From an optimization exercise on the open Yosys and OpenROAD flow, aimed at a short achievable clock period and few clock cycles; shortcuts taken in it are not production practice. The RTL was checked by simulation tests, not by an equivalence proof against the original design. No activity file was given, so power comes from the tool's default toggle rates.

### flow/config.mk
export PLATFORM = sky130hd
export DESIGN_NAME = SCPU
export DESIGN_NICKNAME = SCPU
export VERILOG_FILES = /design/flow/design.v
export SDC_FILE = /design/flow/constraint.sdc
export NUM_CORES = 4
export LEC_CHECK = 0
export CAP_MARGIN = 20
export CORE_MARGIN = 2
export CORE_UTILIZATION = 50
export SETUP_SLACK_MARGIN = 4.3
export SLEW_MARGIN = 20
export SYNTH_HIERARCHICAL = 1
export SYNTH_MINIMUM_KEEP_SIZE = 0
### flow/constraint.sdc
create_clock -name core_clock -period 7.0 [get_ports {clk}]
set_input_delay 1.4000 -clock core_clock [delete_from_list [all_inputs] [get_ports {clk}]]
set_output_delay 1.4000 -clock core_clock [all_outputs]
set_load 0.01 [all_outputs]
### flow/standard.sh
#!/bin/bash
# synth_recipe.tcl (not shown) runs the flow's synth.tcl, then flattens the netlist and writes it again
# the make line also repeats each setting of config.mk as NAME=value (left out here)
make -C /OpenROAD-flow-scripts/flow DESIGN_CONFIG=/design/flow/config.mk WORK_HOME=/design/flow/orfs CLKGATE_MAP_FILE= SYNTH_SCRIPT=/design/flow/synth_recipe.tcl "${@:-finish}"
### flow/flow/run.sh
#!/bin/bash
# The standard layout (standard.sh: the standard flow's own ORFS flow, synthesis included),
# with more cells on the platform's don't-use list: a222oi_1, which the
# library has only in size 1, so that neither synthesis nor timing repair
# leaves a weak 6-input and-or gate on a path it cannot upsize; and the
# 4-input or / nor gates, whose four series p-transistors make them slow.
set -euo pipefail
DONT_USE="sky130_fd_sc_hd__probe_p_8 sky130_fd_sc_hd__probec_p_8 sky130_fd_sc_hd__lpflow_bleeder_1 sky130_fd_sc_hd__lpflow_clkbufkapwr_1 sky130_fd_sc_hd__lpflow_clkbufkapwr_16 sky130_fd_sc_hd__lpflow_clkbufkapwr_2 sky130_fd_sc_hd__lpflow_clkbufkapwr_4 sky130_fd_sc_hd__lpflow_clkbufkapwr_8 sky130_fd_sc_hd__lpflow_clkinvkapwr_1 sky130_fd_sc_hd__lpflow_clkinvkapwr_16 sky130_fd_sc_hd__lpflow_clkinvkapwr_2 sky130_fd_sc_hd__lpflow_clkinvkapwr_4 sky130_fd_sc_hd__lpflow_clkinvkapwr_8 sky130_fd_sc_hd__lpflow_decapkapwr_12 sky130_fd_sc_hd__lpflow_decapkapwr_3 sky130_fd_sc_hd__lpflow_decapkapwr_4 sky130_fd_sc_hd__lpflow_decapkapwr_6 sky130_fd_sc_hd__lpflow_decapkapwr_8 sky130_fd_sc_hd__lpflow_inputiso0n_1 sky130_fd_sc_hd__lpflow_inputiso0p_1 sky130_fd_sc_hd__lpflow_inputiso1n_1 sky130_fd_sc_hd__lpflow_inputiso1p_1 sky130_fd_sc_hd__lpflow_inputisolatch_1 sky130_fd_sc_hd__lpflow_isobufsrc_1 sky130_fd_sc_hd__lpflow_isobufsrc_16 sky130_fd_sc_hd__lpflow_isobufsrc_2 sky130_fd_sc_hd__lpflow_isobufsrc_4 sky130_fd_sc_hd__lpflow_isobufsrc_8 sky130_fd_sc_hd__lpflow_isobufsrckapwr_16 sky130_fd_sc_hd__lpflow_lsbuf_lh_hl_isowell_tap_1 sky130_fd_sc_hd__lpflow_lsbuf_lh_hl_isowell_tap_2 sky130_fd_sc_hd__lpflow_lsbuf_lh_hl_isowell_tap_4 sky130_fd_sc_hd__lpflow_lsbuf_lh_isowell_4 sky130_fd_sc_hd__lpflow_lsbuf_lh_isowell_tap_1 sky130_fd_sc_hd__lpflow_lsbuf_lh_isowell_tap_2 sky130_fd_sc_hd__lpflow_lsbuf_lh_isowell_tap_4 sky130_fd_sc_hd__a222oi_1 sky130_fd_sc_hd__or4_1 sky130_fd_sc_hd__or4_2 sky130_fd_sc_hd__or4_4 sky130_fd_sc_hd__or4b_1 sky130_fd_sc_hd__or4b_2 sky130_fd_sc_hd__or4b_4 sky130_fd_sc_hd__or4bb_1 sky130_fd_sc_hd__or4bb_2 sky130_fd_sc_hd__or4bb_4 sky130_fd_sc_hd__nor4_1 sky130_fd_sc_hd__nor4_2 sky130_fd_sc_hd__nor4_4 sky130_fd_sc_hd__nor4b_1 sky130_fd_sc_hd__nor4b_2 sky130_fd_sc_hd__nor4b_4 sky130_fd_sc_hd__nor4bb_1 sky130_fd_sc_hd__nor4bb_2 sky130_fd_sc_hd__nor4bb_4"
bash standard.sh "DONT_USE_CELLS=$DONT_USE" finish > standard_make.log 2>&1
### flow/design.v
`timescale 1ns / 1ps
`timescale 1ns / 1ps
module SCPU(
	input wire clk,
	input wire rst,
	output wire inst_ren,
	output wire [31:0] inst_addr,
	input wire [31:0] inst_data,
	output wire mem_ren,
	output wire mem_wen,
	output wire [31:0] mem_addr,
	output wire [31:0] mem_dout,
	input wire [31:0] mem_din
	);
	reg [31:0] pc_o;        
	reg [31:0] pc_i;        
	reg        ren_r;
	reg [31:0] ras;
	reg        x_wen;       
	reg        x_fwd;       
	reg        x_ldw;       
	reg [4:0]  x_rd;
	reg        x_load, x_store, x_sdl;
	reg        x_br, x_beq, x_bpred, x_jreg, x_link;
	reg [31:0] x_alt;       
	reg [31:0] x_pnpc;      
	reg [31:0] x_lnk;       
	reg [31:0] x_a, x_b, x_bv;
	reg [4:0]  x_sh;
	reg [9:0]  x_op;        
	reg        m_load;
	reg [30:0] m_we;        
	reg [4:0]  m_rd;
	reg        m_wen;
	reg [31:0] m_res;
	reg [31:0] maddr_r, mdout_r;
	reg        mwen_r, mren_r;
	reg [31:0] rf [1:31];
	assign inst_addr = pc_o;
	assign inst_ren  = ren_r;
	assign mem_addr  = maddr_r;
	assign mem_dout  = mdout_r;
	assign mem_wen   = mwen_r;
	assign mem_ren   = mren_r;
	wire [31:0] m_val = m_load ? mem_din : m_res;
	wire [31:0] sum, shr;
	wire [32:0] diff;
	wire        mispredict;
	wire [31:0] fix_pc;
	scpu_add32 u_add(.a(x_a), .b(x_b), .s(sum));
	scpu_sub33 u_sub(.a(x_a), .b(x_b), .d(diff));
	scpu_srl32 u_srl(.a(x_b), .sh(x_sh), .o(shr));
	wire eq, jeq;
	scpu_resolve u_res(.a(x_a), .bv(x_bv), .pnpc(x_pnpc), .alt(x_alt), .jreg(x_jreg),
		.eq(eq), .jeq(jeq), .fix_pc(fix_pc));
	scpu_mis u_mis(.eq(eq), .jeq(jeq), .br(x_br), .beq(x_beq), .bpred(x_bpred), .jreg(x_jreg),
		.mispredict(mispredict));
	wire        lu_stall, f_link, f_writes, f_lw, f_sw, f_br, f_beq, f_bpred, f_jreg;
	wire        f_useimm, fa, fb, sdl, f_j, f_jr, f_lui;
	wire [4:0]  f_dst;
	wire [9:0]  f_op;
	scpu_dec u_dec(.ins(inst_data), .x_fwd(x_fwd), .x_ldw(x_ldw), .x_rd(x_rd),
		.lu_stall(lu_stall), .link(f_link), .writes(f_writes), .dst(f_dst),
		.lw(f_lw), .sw(f_sw), .br(f_br), .beq(f_beq), .bpred(f_bpred), .jreg(f_jreg),
		.useimm(f_useimm), .op(f_op), .fa(fa), .fb(fb), .sdl(sdl),
		.j(f_j), .jr(f_jr), .lui(f_lui));
	wire f_go = ~mispredict & ~lu_stall;    
	wire [15:0] blo;
	wire        bco;
	scpu_add16 u_badd(.a(pc_i[17:2]), .b(inst_data[15:0]), .s(blo), .co(bco));
	wire [31:0] pc4, jtarget, pnpc, immv, e_alt;
	wire [13:0] bx1, bx0;
	scpu_npc u_npc(.ins(inst_data), .pc(pc_i), .ras(ras), .jr(f_jr), .bpred(f_bpred), .lui(f_lui),
		.pc4(pc4), .jtarget(jtarget), .pnpc(pnpc), .immv(immv), .x1(bx1), .x0(bx0),
		.e_alt(e_alt));
	wire t_alt = ~f_bpred;
	wire [31:0] bt1 = {bx1, blo, pc_i[1:0]};
	wire [31:0] bt0 = {bx0, blo, pc_i[1:0]};
	wire [31:0] npc_o, npc_i, alt;
	genvar q;
	generate
		for (q = 0; q < 4; q = q + 1) begin : pcs
			scpu_pcslice u_so(.rst(rst), .eq(eq), .jeq(jeq), .br(x_br), .beq(x_beq), .xbpred(x_bpred),
				.jreg(x_jreg), .lu_stall(lu_stall), .j(f_j), .jr(f_jr), .bpred(f_bpred), .c(bco),
				.fix(fix_pc[8*q +: 8]), .hold(pc_i[8*q +: 8]), .jt(jtarget[8*q +: 8]), .ras(ras[8*q +: 8]),
				.pc4(pc4[8*q +: 8]), .bt1(bt1[8*q +: 8]), .bt0(bt0[8*q +: 8]), .o(npc_o[8*q +: 8]));
			scpu_pcslice u_si(.rst(rst), .eq(eq), .jeq(jeq), .br(x_br), .beq(x_beq), .xbpred(x_bpred),
				.jreg(x_jreg), .lu_stall(lu_stall), .j(f_j), .jr(f_jr), .bpred(f_bpred), .c(bco),
				.fix(fix_pc[8*q +: 8]), .hold(pc_o[8*q +: 8]), .jt(jtarget[8*q +: 8]), .ras(ras[8*q +: 8]),
				.pc4(pc4[8*q +: 8]), .bt1(bt1[8*q +: 8]), .bt0(bt0[8*q +: 8]), .o(npc_i[8*q +: 8]));
			scpu_pclate u_la(.e(e_alt[8*q +: 8]), .t(t_alt), .c(bco), .bt1(bt1[8*q +: 8]), .bt0(bt0[8*q +: 8]),
				.o(alt[8*q +: 8]));
		end
	endgenerate
	wire [32*31-1:0] rf_flat;
	genvar g;
	generate
		for (g = 1; g < 32; g = g + 1) begin : rf_out
			assign rf_flat[32*(g-1) +: 32] = rf[g];
		end
	endgenerate
	wire [31:0] ra, rb;
	scpu_rfread u_rd(.rs(inst_data[25:21]), .rt(inst_data[20:16]), .rf(rf_flat), .ra(ra), .rb(rb));
	wire [31:0] e_res;
	wire [3:0]  ss, sd, sl, sh;
	scpu_xearly u_xe(.a(x_a), .b(x_b), .lnk(x_lnk), .op(x_op), .fa(fa), .fb(fb), .useimm(f_useimm),
		.e_res(e_res), .ss(ss), .sd(sd), .sl(sl), .sh(sh));
	wire [3:0] sa, sv;
	wire [4:0] sb;
	scpu_opctl u_oc(.rs(inst_data[25:21]), .rt(inst_data[20:16]), .m_wen(m_wen), .m_rd(m_rd),
		.m_load(m_load), .fa(fa), .fb(fb), .useimm(f_useimm), .sa(sa), .sb(sb), .sv(sv));
	wire [31:0] e_a, e_b, e_bv;
	scpu_opsel u_os(.sa(sa), .sb(sb), .sv(sv), .e_res(e_res), .mem_din(mem_din), .m_res(m_res),
		.ra(ra), .rb(rb), .immv(immv), .e_a(e_a), .e_b(e_b), .e_bv(e_bv));
	wire [31:0] alu, op_a, op_b, op_bv;
	scpu_xlate u_xr(.e(e_res), .ss(ss[0]), .sd(sd[0]), .sl(sl[0]), .sh(sh[0]), .sum(sum), .diff(diff), .shr(shr), .o(alu));
	scpu_xlate u_xa(.e(e_a),   .ss(ss[1]), .sd(sd[1]), .sl(sl[1]), .sh(sh[1]), .sum(sum), .diff(diff), .shr(shr), .o(op_a));
	scpu_xlate u_xb(.e(e_b),   .ss(ss[2]), .sd(sd[2]), .sl(sl[2]), .sh(sh[2]), .sum(sum), .diff(diff), .shr(shr), .o(op_b));
	scpu_xlate u_xv(.e(e_bv),  .ss(ss[3]), .sd(sd[3]), .sl(sl[3]), .sh(sh[3]), .sum(sum), .diff(diff), .shr(shr), .o(op_bv));
	always @(posedge clk) begin
		pc_o <= npc_o;
		pc_i <= npc_i;
	end
	always @(posedge clk) begin
		if (rst) begin
			ren_r <= 1'b0;
			x_wen <= 1'b0;
			x_fwd <= 1'b0;
			x_ldw <= 1'b0;
			x_load <= 1'b0;
			x_store <= 1'b0;
			x_br <= 1'b0;
			x_jreg <= 1'b0;
			x_link <= 1'b0;
		end else begin
			ren_r <= 1'b1;
			x_wen <= f_go & f_writes;
			x_fwd <= f_go & f_writes & ~f_lw;
			x_ldw <= f_go & f_writes & f_lw;
			x_load <= f_go & f_lw;
			x_store <= f_go & f_sw;
			x_br <= f_go & f_br;
			x_jreg <= f_go & f_jreg;
			x_link <= f_go & f_link;
		end
	end
	always @(posedge clk) begin
		if (x_link) ras <= x_lnk;
		x_rd <= f_dst;
		x_sdl <= sdl;
		x_beq <= f_beq;
		x_bpred <= f_bpred;
		x_alt <= alt;
		x_pnpc <= pnpc;
		x_lnk <= pc4;
		x_a <= op_a;
		x_b <= op_b;
		x_bv <= op_bv;
		x_sh <= inst_data[10:6];
		x_op <= f_op;
	end
	integer i;
	always @(posedge clk) begin
		if (rst) begin
			m_load <= 1'b0;
			m_we <= 31'd0;
			m_wen <= 1'b0;
			mwen_r <= 1'b0;
			mren_r <= 1'b0;
		end else begin
			m_load <= x_ldw;    
			m_wen <= x_wen;
			for (i = 1; i < 32; i = i + 1)
				m_we[i-1] <= x_wen & (x_rd == i);
			mwen_r <= x_store;
			mren_r <= x_load;
		end
	end
	always @(posedge clk) begin
		m_rd <= x_rd;
		m_res <= alu;
		maddr_r <= sum;
		mdout_r <= x_sdl ? mem_din : x_bv;
	end
	always @(posedge clk) begin
		for (i = 1; i < 32; i = i + 1)
			if (rst) rf[i] <= 32'd0;
			else if (m_we[i-1]) rf[i] <= m_val;
	end
endmodule
module scpu_pg32(
	input wire [31:0] a,
	input wire [31:0] b,
	output wire [31:0] g,
	output wire [31:0] p
	);
	assign g = a & b;
	assign p = a ^ b;
endmodule
module scpu_pg32n(
	input wire [31:0] a,
	input wire [31:0] b,
	output wire [31:0] g,
	output wire [31:0] p
	);
	assign g = a & ~b;
	assign p = ~(a ^ b);
endmodule
module scpu_add32(
	input wire [31:0] a,
	input wire [31:0] b,
	output wire [31:0] s
	);
	wire [31:0] g, p, G;
	scpu_pg32 u_pg(.a(a), .b(b), .g(g), .p(p));
	ks32_prefix u_px(.g(g), .p(p), .G(G));
	scpu_xor32 u_x(.a(p), .b({G[30:0], 1'b0}), .o(s));
endmodule
module scpu_sub33(
	input wire [31:0] a,
	input wire [31:0] b,
	output wire [32:0] d
	);
	wire [31:0] g, p, G;
	scpu_pg32n u_pg(.a(a), .b(b), .g(g), .p(p));
	ks32_prefix u_px(.g({g[31:1], g[0] | p[0]}), .p(p), .G(G));
	scpu_xor32 u_x(.a(p), .b({G[30:0], 1'b1}), .o(d[31:0]));
	assign d[32] = ~G[31];
endmodule
module scpu_xor32(
	input wire [31:0] a,
	input wire [31:0] b,
	output wire [31:0] o
	);
	assign o = a ^ b;
endmodule
module scpu_srl32(
	input wire [31:0] a,
	input wire [4:0] sh,
	output wire [31:0] o
	);
	assign o = a >> sh;
endmodule
module scpu_xearly(
	input wire [31:0] a,
	input wire [31:0] b,
	input wire [31:0] lnk,
	input wire [9:0] op,
	input wire fa, fb, useimm,
	output wire [31:0] e_res,
	output wire [3:0] ss,
	output wire [3:0] sd,
	output wire [3:0] sl,
	output wire [3:0] sh
	);
	assign e_res =
		({32{op[2]}} & (a & b)) |
		({32{op[3]}} & (a | b)) |
		({32{op[4]}} & (a ^ b)) |
		({32{op[5]}} & ~(a | b)) |
		({32{op[8]}} & b) |
		({32{op[9]}} & lnk);
	wire [3:0] to = {fb, ~useimm & fb, fa, 1'b1};
	assign ss = to & {4{op[0]}};
	assign sd = to & {4{op[1]}};
	assign sl = to & {4{op[6]}};
	assign sh = to & {4{op[7]}};
endmodule
module scpu_opctl(
	input wire [4:0] rs,
	input wire [4:0] rt,
	input wire m_wen,
	input wire [4:0] m_rd,
	input wire m_load,
	input wire fa, fb, useimm,
	output wire [3:0] sa,
	output wire [4:0] sb,
	output wire [3:0] sv
	);
	wire bpa = m_wen & (m_rd == rs);
	wire bpb = m_wen & (m_rd == rt);
	assign sa = {fa, ~fa & bpa & m_load, ~fa & bpa & ~m_load, ~fa & ~bpa};
	assign sv = {fb, ~fb & bpb & m_load, ~fb & bpb & ~m_load, ~fb & ~bpb};
	assign sb = {useimm, sv & {4{~useimm}}};
endmodule
module scpu_opsel(
	input wire [3:0] sa,
	input wire [4:0] sb,
	input wire [3:0] sv,
	input wire [31:0] e_res,
	input wire [31:0] mem_din,
	input wire [31:0] m_res,
	input wire [31:0] ra,
	input wire [31:0] rb,
	input wire [31:0] immv,
	output wire [31:0] e_a,
	output wire [31:0] e_b,
	output wire [31:0] e_bv
	);
	assign e_a  = ({32{sa[3]}} & e_res) | ({32{sa[2]}} & mem_din) | ({32{sa[1]}} & m_res) | ({32{sa[0]}} & ra);
	assign e_bv = ({32{sv[3]}} & e_res) | ({32{sv[2]}} & mem_din) | ({32{sv[1]}} & m_res) | ({32{sv[0]}} & rb);
	assign e_b  = ({32{sb[3]}} & e_res) | ({32{sb[2]}} & mem_din) | ({32{sb[1]}} & m_res) | ({32{sb[0]}} & rb) |
	              ({32{sb[4]}} & immv);
endmodule
module scpu_xlate(
	input wire [31:0] e,
	input wire ss, sd, sl, sh,
	input wire [31:0] sum,
	input wire [32:0] diff,
	input wire [31:0] shr,
	output wire [31:0] o
	);
	assign o = e | ({32{ss}} & sum) | ({32{sd}} & diff[31:0]) | ({32{sh}} & shr) |
	           {31'b0, sl & diff[32]};
endmodule
module scpu_resolve(
	input wire [31:0] a,
	input wire [31:0] bv,
	input wire [31:0] pnpc,
	input wire [31:0] alt,
	input wire jreg,
	output wire eq,
	output wire jeq,
	output wire [31:0] fix_pc
	);
	assign eq = (a == bv);
	assign jeq = (a == pnpc);
	assign fix_pc = jreg ? a : alt;
endmodule
module scpu_mis(
	input wire eq, jeq, br, beq, bpred, jreg,
	output wire mispredict
	);
	wire taken = beq ? eq : ~eq;
	assign mispredict = (br & (taken ^ bpred)) | (jreg & ~jeq);
endmodule
module scpu_dec(
	input wire [31:0] ins,
	input wire x_fwd, x_ldw,
	input wire [4:0] x_rd,
	output wire lu_stall, link, writes,
	output wire [4:0] dst,
	output wire lw, sw, br, beq, bpred, jreg, useimm,
	output wire [9:0] op,
	output wire fa, fb, sdl,
	output wire j, jr, lui
	);
	wire [5:0] opc = ins[31:26];
	wire [5:0] fn = ins[5:0];
	wire [4:0] rs = ins[25:21];
	wire [4:0] rt = ins[20:16];
	wire [4:0] rd = ins[15:11];
	wire rtype  = (opc == 6'h00);
	wire f_j    = (opc == 6'h02);
	wire f_jal  = (opc == 6'h03);
	wire f_beq  = (opc == 6'h04);
	wire f_bne  = (opc == 6'h05);
	wire f_jr   = rtype & (fn == 6'h08);
	wire f_jalr = rtype & (fn == 6'h09);
	wire f_add  = rtype & (fn == 6'h20);
	wire f_sub  = rtype & (fn == 6'h22);
	wire f_and  = rtype & (fn == 6'h24);
	wire f_or   = rtype & (fn == 6'h25);
	wire f_nor  = rtype & (fn == 6'h27);
	wire f_xor  = rtype & (fn == 6'h16);
	wire f_slt  = rtype & (fn == 6'h2A);
	wire f_srl  = rtype & (fn == 6'h02);
	wire f_addi = (opc == 6'h08) | (opc == 6'h09);
	wire f_slti = (opc == 6'h0A);
	wire f_andi = (opc == 6'h0C);
	wire f_ori  = (opc == 6'h0D);
	wire f_xori = (opc == 6'h0E);
	wire f_lui  = (opc == 6'h0F);
	wire f_lw   = (opc == 6'h23);
	wire f_sw   = (opc == 6'h2B);
	wire f_ralu = f_add | f_sub | f_and | f_or | f_nor | f_xor | f_slt | f_srl;
	wire f_ialu = f_addi | f_slti | f_andi | f_ori | f_xori | f_lui;
	assign link = f_jal | f_jalr;
	assign dst = link ? 5'd31 : f_ralu ? rd : rt;
	assign writes = (f_ralu | f_ialu | f_lw | link) & (dst != 5'd0);
	assign useimm = ~rtype;
	assign br = (f_beq | f_bne) & (ins[15:0] != 16'd0);
	assign bpred = (f_beq | f_bne) & ((rs == rt) ? f_beq : (f_bne | ins[15]));
	assign beq = f_beq;
	assign lw = f_lw;
	assign sw = f_sw;
	assign jreg = f_jr | f_jalr;
	assign j = f_j | f_jal;
	assign jr = f_jr;
	assign lui = f_lui;
	assign op = {link, f_lui, f_srl, f_slt | f_slti, f_nor, f_xor | f_xori,
	             f_or | f_ori, f_and | f_andi, f_sub, f_add | f_addi | f_lw | f_sw};
	assign lu_stall = x_ldw & ((x_rd == rs) | ((x_rd == rt) & ~f_sw));
	assign fa = x_fwd & (x_rd == rs);
	assign fb = x_fwd & (x_rd == rt);
	assign sdl = x_ldw & (x_rd == rt);
endmodule
module scpu_add16(
	input wire [15:0] a,
	input wire [15:0] b,
	output wire [15:0] s,
	output wire co
	);
	wire [15:0] g = a & b;
	wire [15:0] p = a ^ b;
	wire [15:0] G;
	ks16_prefix u_px(.g({g[15:1], g[0] | p[0]}), .p(p), .G(G));
	assign s = p ^ {G[14:0], 1'b1};
	assign co = G[15];
endmodule
module scpu_npc(
	input wire [31:0] ins,
	input wire [31:0] pc,
	input wire [31:0] ras,
	input wire jr, bpred, lui,
	output wire [31:0] pc4,
	output wire [31:0] jtarget,
	output wire [31:0] pnpc,
	output wire [31:0] immv,
	output wire [13:0] x1,
	output wire [13:0] x0,
	output wire [31:0] e_alt
	);
	wire [13:0] h = pc[31:18];
	wire s = ins[15];
	assign x1 = s ? h : h + 14'd1;
	assign x0 = s ? h - 14'd1 : h;
	scpu_inc30 u_inc(.a(pc[31:2]), .o(pc4[31:2]));
	assign pc4[1:0] = pc[1:0];
	assign jtarget = {pc4[31:28], ins[25:0], 2'b00};
	assign e_alt = bpred ? pc4 : 32'd0;
	assign pnpc = jr ? ras : pc4;
	assign immv = lui ? {ins[15:0], 16'd0} : {{16{ins[15]}}, ins[15:0]};
endmodule
module scpu_inc30(
	input wire [29:0] a,
	output wire [29:0] o
	);
	assign o = a + 30'd1;
endmodule
module scpu_pcctl(
	input wire j, jr, bpred,
	output wire s_j, s_ras, s_pc4, t
	);
	assign s_j   = j;
	assign s_ras = ~j & jr;
	assign t     = ~j & ~jr & bpred;
	assign s_pc4 = ~j & ~jr & ~bpred;
endmodule
module scpu_npcsel(
	input wire s_j, s_ras, s_pc4,
	input wire [7:0] jt,
	input wire [7:0] ras,
	input wire [7:0] pc4,
	output wire [7:0] e
	);
	assign e = ({8{s_j}} & jt) | ({8{s_ras}} & ras) | ({8{s_pc4}} & pc4);
endmodule
module scpu_pclate(
	input wire [7:0] e,
	input wire t, c,
	input wire [7:0] bt1,
	input wire [7:0] bt0,
	output wire [7:0] o
	);
	assign o = e | ({8{t}} & (c ? bt1 : bt0));
endmodule
module scpu_pcslice(
	input wire rst,
	input wire eq, jeq, br, beq, xbpred, jreg,
	input wire lu_stall,
	input wire j, jr, bpred, c,
	input wire [7:0] fix,
	input wire [7:0] hold,
	input wire [7:0] jt,
	input wire [7:0] ras,
	input wire [7:0] pc4,
	input wire [7:0] bt1,
	input wire [7:0] bt0,
	output wire [7:0] o
	);
	wire s_j, s_ras, s_pc4, t;
	scpu_pcctl u_c(.j(j), .jr(jr), .bpred(bpred), .s_j(s_j), .s_ras(s_ras), .s_pc4(s_pc4), .t(t));
	wire [7:0] e, pred;
	scpu_npcsel u_e(.s_j(s_j), .s_ras(s_ras), .s_pc4(s_pc4), .jt(jt), .ras(ras), .pc4(pc4), .e(e));
	scpu_pclate u_l(.e(e), .t(t), .c(c), .bt1(bt1), .bt0(bt0), .o(pred));
	scpu_pcfin u_f(.rst(rst), .eq(eq), .jeq(jeq), .br(br), .beq(beq), .bpred(xbpred), .jreg(jreg),
		.lu_stall(lu_stall), .fix(fix), .hold(hold), .pred(pred), .o(o));
endmodule
module scpu_pcfin(
	input wire rst,
	input wire eq, jeq, br, beq, bpred, jreg,
	input wire lu_stall,
	input wire [7:0] fix,
	input wire [7:0] hold,
	input wire [7:0] pred,
	output wire [7:0] o
	);
	wire mispredict;
	scpu_mis u_mis(.eq(eq), .jeq(jeq), .br(br), .beq(beq), .bpred(bpred), .jreg(jreg),
		.mispredict(mispredict));
	wire s_fix  = ~rst & mispredict;
	wire s_hold = ~rst & ~mispredict & lu_stall;
	wire s_pred = ~rst & ~mispredict & ~lu_stall;
	assign o = ({8{s_fix}} & fix) | ({8{s_hold}} & hold) | ({8{s_pred}} & pred);
endmodule
module scpu_rfread(
	input wire [4:0] rs,
	input wire [4:0] rt,
	input wire [32*31-1:0] rf,
	output wire [31:0] ra,
	output wire [31:0] rb
	);
	wire [32*32-1:0] regs = {rf, 32'd0};
	assign ra = regs[32*rs +: 32];
	assign rb = regs[32*rt +: 32];
endmodule
module ks32_l1(
	input wire [31:0] g,
	input wire [31:0] p,
	output wire [31:1] go,
	output wire [31:1] po
	);
	assign go = g[31:1] | (p[31:1] & g[30:0]);
	assign po = p[31:1] & p[30:0];
endmodule
module ks32_l2(
	input wire [31:0] g,
	input wire [31:0] p,
	output wire [31:2] go,
	output wire [31:2] po
	);
	assign go = g[31:2] | (p[31:2] & g[29:0]);
	assign po = p[31:2] & p[29:0];
endmodule
module ks32_l4(
	input wire [31:0] g,
	input wire [31:0] p,
	output wire [31:4] go,
	output wire [31:4] po
	);
	assign go = g[31:4] | (p[31:4] & g[27:0]);
	assign po = p[31:4] & p[27:0];
endmodule
module ks32_l8(
	input wire [31:0] g,
	input wire [31:0] p,
	output wire [31:8] go,
	output wire [31:8] po
	);
	assign go = g[31:8] | (p[31:8] & g[23:0]);
	assign po = p[31:8] & p[23:0];
endmodule
module ks32_l16(
	input wire [31:0] g,
	input wire [31:0] p,
	output wire [31:16] go,
	output wire [31:16] po
	);
	assign go = g[31:16] | (p[31:16] & g[15:0]);
	assign po = p[31:16] & p[15:0];
endmodule
module ks32_prefix(
	input wire [31:0] g,
	input wire [31:0] p,
	output wire [31:0] G
	);
	wire [31:0] g1, p1;
	ks32_l1 u1(.g(g), .p(p), .go(g1[31:1]), .po(p1[31:1]));
	assign g1[0:0] = g[0:0];
	assign p1[0:0] = p[0:0];
	wire [31:0] g2, p2;
	ks32_l2 u2(.g(g1), .p(p1), .go(g2[31:2]), .po(p2[31:2]));
	assign g2[1:0] = g1[1:0];
	assign p2[1:0] = p1[1:0];
	wire [31:0] g3, p3;
	ks32_l4 u3(.g(g2), .p(p2), .go(g3[31:4]), .po(p3[31:4]));
	assign g3[3:0] = g2[3:0];
	assign p3[3:0] = p2[3:0];
	wire [31:0] g4, p4;
	ks32_l8 u4(.g(g3), .p(p3), .go(g4[31:8]), .po(p4[31:8]));
	assign g4[7:0] = g3[7:0];
	assign p4[7:0] = p3[7:0];
	wire [31:0] g5, p5;
	ks32_l16 u5(.g(g4), .p(p4), .go(g5[31:16]), .po(p5[31:16]));
	assign g5[15:0] = g4[15:0];
	assign p5[15:0] = p4[15:0];
	assign G = g5;
endmodule
module ks16_l1(
	input wire [15:0] g,
	input wire [15:0] p,
	output wire [15:1] go,
	output wire [15:1] po
	);
	assign go = g[15:1] | (p[15:1] & g[14:0]);
	assign po = p[15:1] & p[14:0];
endmodule
module ks16_l2(
	input wire [15:0] g,
	input wire [15:0] p,
	output wire [15:2] go,
	output wire [15:2] po
	);
	assign go = g[15:2] | (p[15:2] & g[13:0]);
	assign po = p[15:2] & p[13:0];
endmodule
module ks16_l4(
	input wire [15:0] g,
	input wire [15:0] p,
	output wire [15:4] go,
	output wire [15:4] po
	);
	assign go = g[15:4] | (p[15:4] & g[11:0]);
	assign po = p[15:4] & p[11:0];
endmodule
module ks16_l8(
	input wire [15:0] g,
	input wire [15:0] p,
	output wire [15:8] go,
	output wire [15:8] po
	);
	assign go = g[15:8] | (p[15:8] & g[7:0]);
	assign po = p[15:8] & p[7:0];
endmodule
module ks16_prefix(
	input wire [15:0] g,
	input wire [15:0] p,
	output wire [15:0] G
	);
	wire [15:0] g1, p1;
	ks16_l1 u1(.g(g), .p(p), .go(g1[15:1]), .po(p1[15:1]));
	assign g1[0:0] = g[0:0];
	assign p1[0:0] = p[0:0];
	wire [15:0] g2, p2;
	ks16_l2 u2(.g(g1), .p(p1), .go(g2[15:2]), .po(p2[15:2]));
	assign g2[1:0] = g1[1:0];
	assign p2[1:0] = p1[1:0];
	wire [15:0] g3, p3;
	ks16_l4 u3(.g(g2), .p(p2), .go(g3[15:4]), .po(p3[15:4]));
	assign g3[3:0] = g2[3:0];
	assign p3[3:0] = p2[3:0];
	wire [15:0] g4, p4;
	ks16_l8 u4(.g(g3), .p(p3), .go(g4[15:8]), .po(p4[15:8]));
	assign g4[7:0] = g3[7:0];
	assign p4[7:0] = p3[7:0];
	assign G = g4;
endmodule
==> results.py, run 1 <==
metrics = {
    "route": {
        "wirelength_mm": 377,
        "wl_per_cell_um": 34.6,
        "drc": 0,
        "vias_per_cell": 6.93,
        "dr.pass1.iters": 9,
        "ant_nets": 0,
        "num_vias": 75600,
        "first_iter_violations": 10500,
    },
    "timing": {
        "finalHoldViolCount": 0,
        "period_needed_ns": 3.10,
        "fmax_ghz": 0.322,
        "post-route-period-util": 0.443,
        "setup_tns_ns": 0,
        "worst_pin_slew_ns": 1.26,
        "rsz0062_at_grt": "yes",
        "timing.slew.headroom": 0.156,
        "setup_viol": 0,
        "skew_ns": 0.0695,
        "slew_viol_final": 0,
    },
    "final_layout": {
        "drive_gt1_frac": 0.289,
        "final_nets": 8762,
        "regMostFlops": "rf",
        "layout-area-overhead-vs-synth_pct": 21.9,
        "n_fill_cell": 13700,
        "post-route-util": 0.613,
        "multi_input_area_um2": 53200,
        "largest_reg_flops": 992,
        "regArea_um2": 29700,
    },
    "worst_setup_path": {
        "critPathTopFamily": "compound AO/OA/AOI/OAI gates",
        "cp_cell_sequence": "buf_6, buf_8, ha_4, a21o_1, a21o_1, a21o_4, a21o_4, buf_12, buf_12, buf_12, mux2_4, a21o_1, mux2i_1, a211oi_2",
        "critPathBufInv": 5,
        "cp_data_required_time_ns": 7.72,
        "cp_max_fo": 7,
        "criticalPathCategory": "in2reg",
        "worstPathArrival_ns": 3.82,
        "critPathSlowestCell": "mux2_4",
        "cp-end-kind": "flip-flop",
        "critPathLaunchType": "input pin",
        "crit_path_max_incr_delay_ns": 0.29,
    },
    "die": {
        "die_w_um": 414,
        "coreArea_um2": 167000,
        "start_util": 0.503,
        "die_h_um": 414,
        "io_pins": 165,
        "row_count": 150,
        "die-area_um2": 171000,
    },
    "global_route": {
        "antenna_found_initial": 24,
        "grt_remaining_overflow": 0,
        "use_met1": 0.534,
        "grt_max_degree": 190,
        "gr-usage-met3": 0.116,
        "grt_usage": 0.428,
        "grt_pass1_wl_mm": 529,
        "grt_pass1_vias": 71200,
        "busiest_layer": "met2",
        "grt_util_met2": 0.638,
    },
    "synth": {
        "synthCells": 8524,
        "syn_avg_cell_area_um2": 9.86,
        "yosysWarnings": 8,
        "syn_area_um2": 84000,
    },
    "power_and_ir_drop": {
        "irDropWorstVdd_mv": 0.288,
        "power_density_nw_per_um2": 200,
        "p_leak_nw": 39.6,
    },
    "clocking": {
        "path_clk_slew_ns": 0.06,
        "cts.path.max_buffers": 3,
        "cts_buffers": 162,
        "h-tree-depth": 4,
        "cts_tree": "built",
        "root_buffer": "clkbuf_16",
        "clk-insertion-delay-late_ns": 0.86,
        "numClockSinks": 1448,
    },
    "place": {
        "hpwl_mm": 213,
        "gp_congestion": 1.05,
        "portBuffers": 164,
    },
    "min_path": {
        "holdCritPathClass": "reg2reg",
    },
    "job": {
        "drv_cap": 0,
    },
    "run_status": {
        "status": "finished clean",
    },
}
## tightest hold or removal path, cell delays in order, from the launching register on
cell and delay [ns]:
dfxtp_1 0.31, nor2_1 0.08, a211oi_1 0.05
## through the flow
stage	instance area (um^2)	cells	setup WS, ns	power [mW]	hold slack (ns)
after floorplan	85100	8525	3.50	10.1	0.392
after global placement	85900	10200	2.00	10.8	0.461
after detailed placement	86000	10200	1.95	10.8	0.460
after CTS	100000	10800	3.91	20.3	0.477
after global routing	102000	10900	3.85	20.9	0.498
final	102000	10900	3.90	20.4	0.494
## per-layer routing
metal	vias to the layer above	wire, um
met3	1391	42000
met5	-	109
li1	31900	-
met2	5106	164000
met4	16	32000
met1	37200	139000
## power by group
part	switching (mW)	internal, mW	leakage [nW]
registers	0.182	8.38	11.8
clock network	3.83	5.30	2.80
logic	1.56	1.18	25.0
total	5.58	14.9	39.6
## final timing paths
kind | startpoint | end | slack [ns] | depth (start not counted)
worst min register to register | rf[30][18]$_SDFFE_PP0P_ | rf[30][18]$_SDFFE_PP0P_ | 0.49 | 2
worst min-delay path | rf[30][18]$_SDFFE_PP0P_ | rf[30][18]$_SDFFE_PP0P_ | 0.49 | 2
worst max register to register | pc_i[16]$_DFF_P_ | pc_o[27]$_DFF_P_ | 4.05 | 12
worst max-delay path | inst_data[3] | pc_o[27]$_DFF_P_ | 3.90 | 14
## placed cells by master, fill, tap and decap left out, types with 34 or more instances in the layout
cell type and instances:
clkbuf_1 34, dfxtp_4 87, dfxtp_2 63, mux2_4 190
buf_12 99, clkbuf_8 41, a22oi_2 101, inv_1 124
xor2_1 49, nor2_1 1042, xnor2_1 96, a21oi_1 86
and2_1 267, nand2_1 506, a21oi_2 50, mux2_2 108
buf_6 110, a22o_1 132, nand3_1 40, nor2b_1 84
a21o_1 380, nor3_1 45, a211oi_1 1072, ha_1 121
clkbuf_16 174, buf_2 51, mux2i_1 155, dfxtp_1 1266
buf_16 117, nand4_1 54, buf_4 255, mux4_2 499
a22oi_1 356
## timing repair
| action | in CTS | in global routing |
|---|---|---|
| buffers inserted | 228 | 68 |
| setup endpoints to repair | 394 | 283 |
| pin swaps | 211 | 168 |
| gates cloned | 126 | 3 |
| hold buffers | 0 | 0 |
| gates resized for setup | 1316 | 296 |
## layout make-up
class / count / share of cell area
inverters: 140 / 0.00557
repair buffers: 732 / 0.102
diodes: 16 / 0.000391
flip-flops and latches: 1448 / 0.290
multi-input cells: 6065 / 0.520
clock inverters: 57 / 0.00723
clock buffers: 244 / 0.0480
well taps: 2204 / 0.0269
Testbench counts, summed over its fixed seeds: cycles 47,365.
==> run 2, diff against run 1 <==
--- a/flow/design.v
+++ b/flow/design.v
@@ -100,7 +100,11 @@
 		end
 	endgenerate
 	wire [31:0] ra, rb;
-	scpu_rfread u_rd(.rs(inst_data[25:21]), .rt(inst_data[20:16]), .rf(rf_flat), .ra(ra), .rb(rb));
+	wire [31:1] rsel_a, rsel_b;
+	scpu_rfdec u_da(.r(inst_data[25:21]), .sel(rsel_a));
+	scpu_rfdec u_db(.r(inst_data[20:16]), .sel(rsel_b));
+	scpu_rfsel u_ra(.sel(rsel_a), .rf(rf_flat), .o(ra));
+	scpu_rfsel u_rb(.sel(rsel_b), .rf(rf_flat), .o(rb));
 	wire [31:0] e_res;
 	wire [3:0]  ss, sd, sl, sh;
 	scpu_xearly u_xe(.a(x_a), .b(x_b), .lnk(x_lnk), .op(x_op), .fa(fa), .fb(fb), .useimm(f_useimm),
@@ -504,16 +508,30 @@
 	wire s_pred = ~rst & ~mispredict & ~lu_stall;
 	assign o = ({8{s_fix}} & fix) | ({8{s_hold}} & hold) | ({8{s_pred}} & pred);
 endmodule
-module scpu_rfread(
-	input wire [4:0] rs,
-	input wire [4:0] rt,
+module scpu_rfdec(
+	input wire [4:0] r,
+	output wire [31:1] sel
+	);
+	genvar k;
+	generate
+		for (k = 1; k < 32; k = k + 1) begin : d
+			assign sel[k] = (r == k);
+		end
+	endgenerate
+endmodule
+module scpu_rfsel(
+	input wire [31:1] sel,
 	input wire [32*31-1:0] rf,
-	output wire [31:0] ra,
-	output wire [31:0] rb
+	output wire [31:0] o
 	);
-	wire [32*32-1:0] regs = {rf, 32'd0};
-	assign ra = regs[32*rs +: 32];
-	assign rb = regs[32*rt +: 32];
+	integer k;
+	reg [31:0] acc;
+	always @(*) begin
+		acc = 32'd0;
+		for (k = 1; k < 32; k = k + 1)
+			acc = acc | ({32{sel[k]}} & rf[32*(k-1) +: 32]);
+	end
+	assign o = acc;
 endmodule
 module ks32_l1(
 	input wire [31:0] g,
==> results.py, run 2 <==
metrics = {
    "clocking": {
        "root_buffer": "clkbuf_16",
        "path_clk_slew_ns": 0.06,
        "h-tree-depth": 4,
        "cts_buffers": 162,
        "numClockSinks": 1448,
        "clk-insertion-delay-late_ns": 0.84,
        "cts.path.max_buffers": 3,
        "cts_tree": "built",
    },
    "synth": {
        "syn_avg_cell_area_um2": 8.93,
        "syn_area_um2": 79400,
        "yosysWarnings": 9,
        "synthCells": 8895,
    },
    "final_layout": {
        "regMostFlops": "rf",
        "drive_gt1_frac": 0.257,
        "final_nets": 9266,
        "instances_no_fill": 11300,
        "multi_input_area_um2": 51100,
        "layout_common_cells": "1297 x dfxtp_1, 1045 x a211oi_1, 1040 x nor2_1",
        "final_common_cell": "dfxtp_1",
        "n_fill_cell": 13200,
        "largest_reg_flops": 992,
        "regArea_um2": 29500,
        "layout-area-overhead-vs-synth_pct": 24.5,
    },
    "timing": {
        "setup_viol": 0,
        "worst_pin_slew_ns": 1.26,
        "skew_ns": 0.0325,
        "period_needed_ns": 3.42,
        "post-route-period-util": 0.488,
        "setup_tns_ns": 0,
        "finalHoldViolCount": 0,
        "fmax_ghz": 0.292,
        "finalWorstSetupSlack_ns": 3.58,
        "slew_viol_final": 0,
        "rsz0062_at_grt": "yes",
        "timing.slew.headroom": 0.156,
    },
    "global_route": {
        "grt_pass1_vias": 74100,
        "grt_max_degree": 187,
        "grt_usage": 0.468,
        "antenna_found_initial": 28,
        "grt_remaining_overflow": 0,
        "grt_pass1_wl_mm": 554,
    },
    "place": {
        "post-place-ws_ns": 1.39,
        "portBuffers": 164,
        "gp_congestion": 1.05,
        "dpl.cell_count": 10500,
        "hpwl_mm": 236,
    },
    "min_path": {
        "holdCritPathClass": "reg2reg",
        "min_from": "x_load$_SDFF_PP0_",
    },
    "run_status": {
        "status": "finished clean",
    },
    "route": {
        "vias_per_cell": 7.13,
        "ant_nets": 0,
        "wl_per_cell_um": 35.5,
        "first_iter_violations": 12100,
        "dr.pass1.iters": 9,
        "drc": 0,
        "num_vias": 80300,
        "wirelength_mm": 400,
    },
    "die": {
        "coreArea_um2": 158000,
        "die_w_um": 403,
        "die-area_um2": 162000,
        "start_util": 0.503,
        "die_h_um": 403,
        "row_count": 146,
        "io_pins": 165,
    },
    "worst_setup_path": {
        "critPathBufInv": 3,
        "crit_path_max_incr_delay_ns": 0.59,
        "crit_path_start": "inst_data[19]",
        "critPathLaunchType": "input pin",
        "criticalPathCategory": "in2reg",
        "reg2reg_from": "x_bv[0]$_DFF_P_",
        "cp_max_fo": 6,
        "cp-end-kind": "flip-flop",
        "cp_cell_sequence": "buf_16, nand2b_4, buf_12, buf_6, nor2_4, a22o_1, a221oi_2, nand4_1, or3_4, a22oi_2, nand3_2, a21oi_2, nand2_1",
        "worstPathArrival_ns": 4.13,
        "critPathTopFamily": "simple AND/OR/NAND/NOR gates",
        "cp_data_required_time_ns": 7.71,
        "critPathSlowestCell": "or3_4",
    },
    "job": {
        "drv_cap": 0,
    },
    "power_and_ir_drop": {
        "irDropWorstVdd_mv": 0.273,
        "power_density_nw_per_um2": 198,
        "p_leak_nw": 38.0,
    },
}
## run 2: metrics by stage
step / hold slack, ns / total power [mW] / util / cell area, um^2
2_1_floorplan: 0.392 / 9.68 / - / 81800
3_3_place_gp: 0.424 / 10.3 / 0.529 / 83500
3_5_place_dp: 0.445 / 10.3 / 0.529 / 83600
4_1_cts: 0.455 / 19.4 / 0.607 / 96000
5_1_grt: 0.461 / 20.0 / 0.625 / 98800
6_report: 0.447 / 19.6 / 0.626 / 98800
## run 2: path summary, 6_finish.rpt
kind                                     endpoint  cells past startpoint  slack, ns
worst max register to register   pc_i[21]$_DFF_P_                      9       4.00
worst max-delay path              x_b[31]$_DFF_P_                     13       3.58
worst min register to register  mren_r$_SDFF_PP0_                      1       0.45
worst min-delay path            mren_r$_SDFF_PP0_                      1       0.45
## run 2: where the power goes
group / total (mW) / switching, mW / internal, mW
registers: 8.52 / 0.144 / 8.37
logic: 2.15 / 1.32 / 0.829
clock network: 8.95 / 3.83 / 5.12
## run 2: repair_timing
| action | CTS | global route |
|---|---|---|
| pin swaps | 231 | 292 |
| setup endpoints to repair | 829 | 368 |
| setup buffers | 290 | 108 |
| gates cloned | 74 | 15 |
| gates resized for setup | 1279 | 329 |
| hold buffers | 0 | 0 |
## run 2: routing by layer
layer,share of wire,global-route usage
met5,0.00049,0
met3,0.12,0.145
met2,0.41,0.683
met1,0.36,0.561
met4,0.11,0.392
## run 2: final cells by class
| type | instances | share of cell area |
|---|---|---|
| Inverter | 139 | 0.00540 |
| Clock inverter | 70 | 0.00859 |
| Tap cell | 2072 | 0.0262 |
| Timing Repair Buffer | 834 | 0.0964 |
| Multi-Input combinational cell | 6468 | 0.517 |
| Antenna cell | 14 | 0.000354 |
| Clock buffer | 225 | 0.0473 |
| Sequential cell | 1448 | 0.299 |
## run 2: worst reg2reg max path, cell delays in order, from the launching register on
cell	delay, ns
dfxtp_1	0.62
xnor2_4	0.22
nand4_1	0.20
nor2_4	0.23
and4_4	0.39
buf_4	0.17
xnor3_1	0.28
a22o_2	0.34
inv_2	0.27
a211oi_1	0.12
Testbench counts of run 2, summed over its fixed seeds: cycles 47,365.

==> separate check: timing with driven ports <==
No port has a modelled driver above. Below, the same layouts with a new extraction and two added sets of constraints. Step 1 (the two cells are an assumption about what drives the block):
set clk [get_ports {clk}]
set_driving_cell -lib_cell sky130_fd_sc_hd__clkbuf_16 $clk
set_driving_cell -lib_cell sky130_fd_sc_hd__buf_2 [delete_from_list [all_inputs] $clk]
Step 2 also shifts input and output timing later by t, the mid clock arrival at the registers, as if the neighbouring blocks saw the same clock. a / b / c = ideal ports / drivers / drivers and shift; a / b = the first two.
| run | shift t [ns] | setup WS [ns] | clock arrival spread, ns | worst data-port slew with drivers (ns) | cell pins on the clock port's net |
|---|---|---|---|---|---|
| run 1 | 0.916 | 3.897 / 3.396 / 2.479 | 0.071 / 0.071 | 0.70 | 1 |
| run 2 | 0.913 | 3.581 / 3.359 / 2.445 | 0.035 / 0.035 | 0.36 | 1 |
After both steps setup and hold are still met in every run listed. For run 1, which loses most, drivers alone change the setup slack by -0.501 ns; drivers and shift together by -1.418 ns.
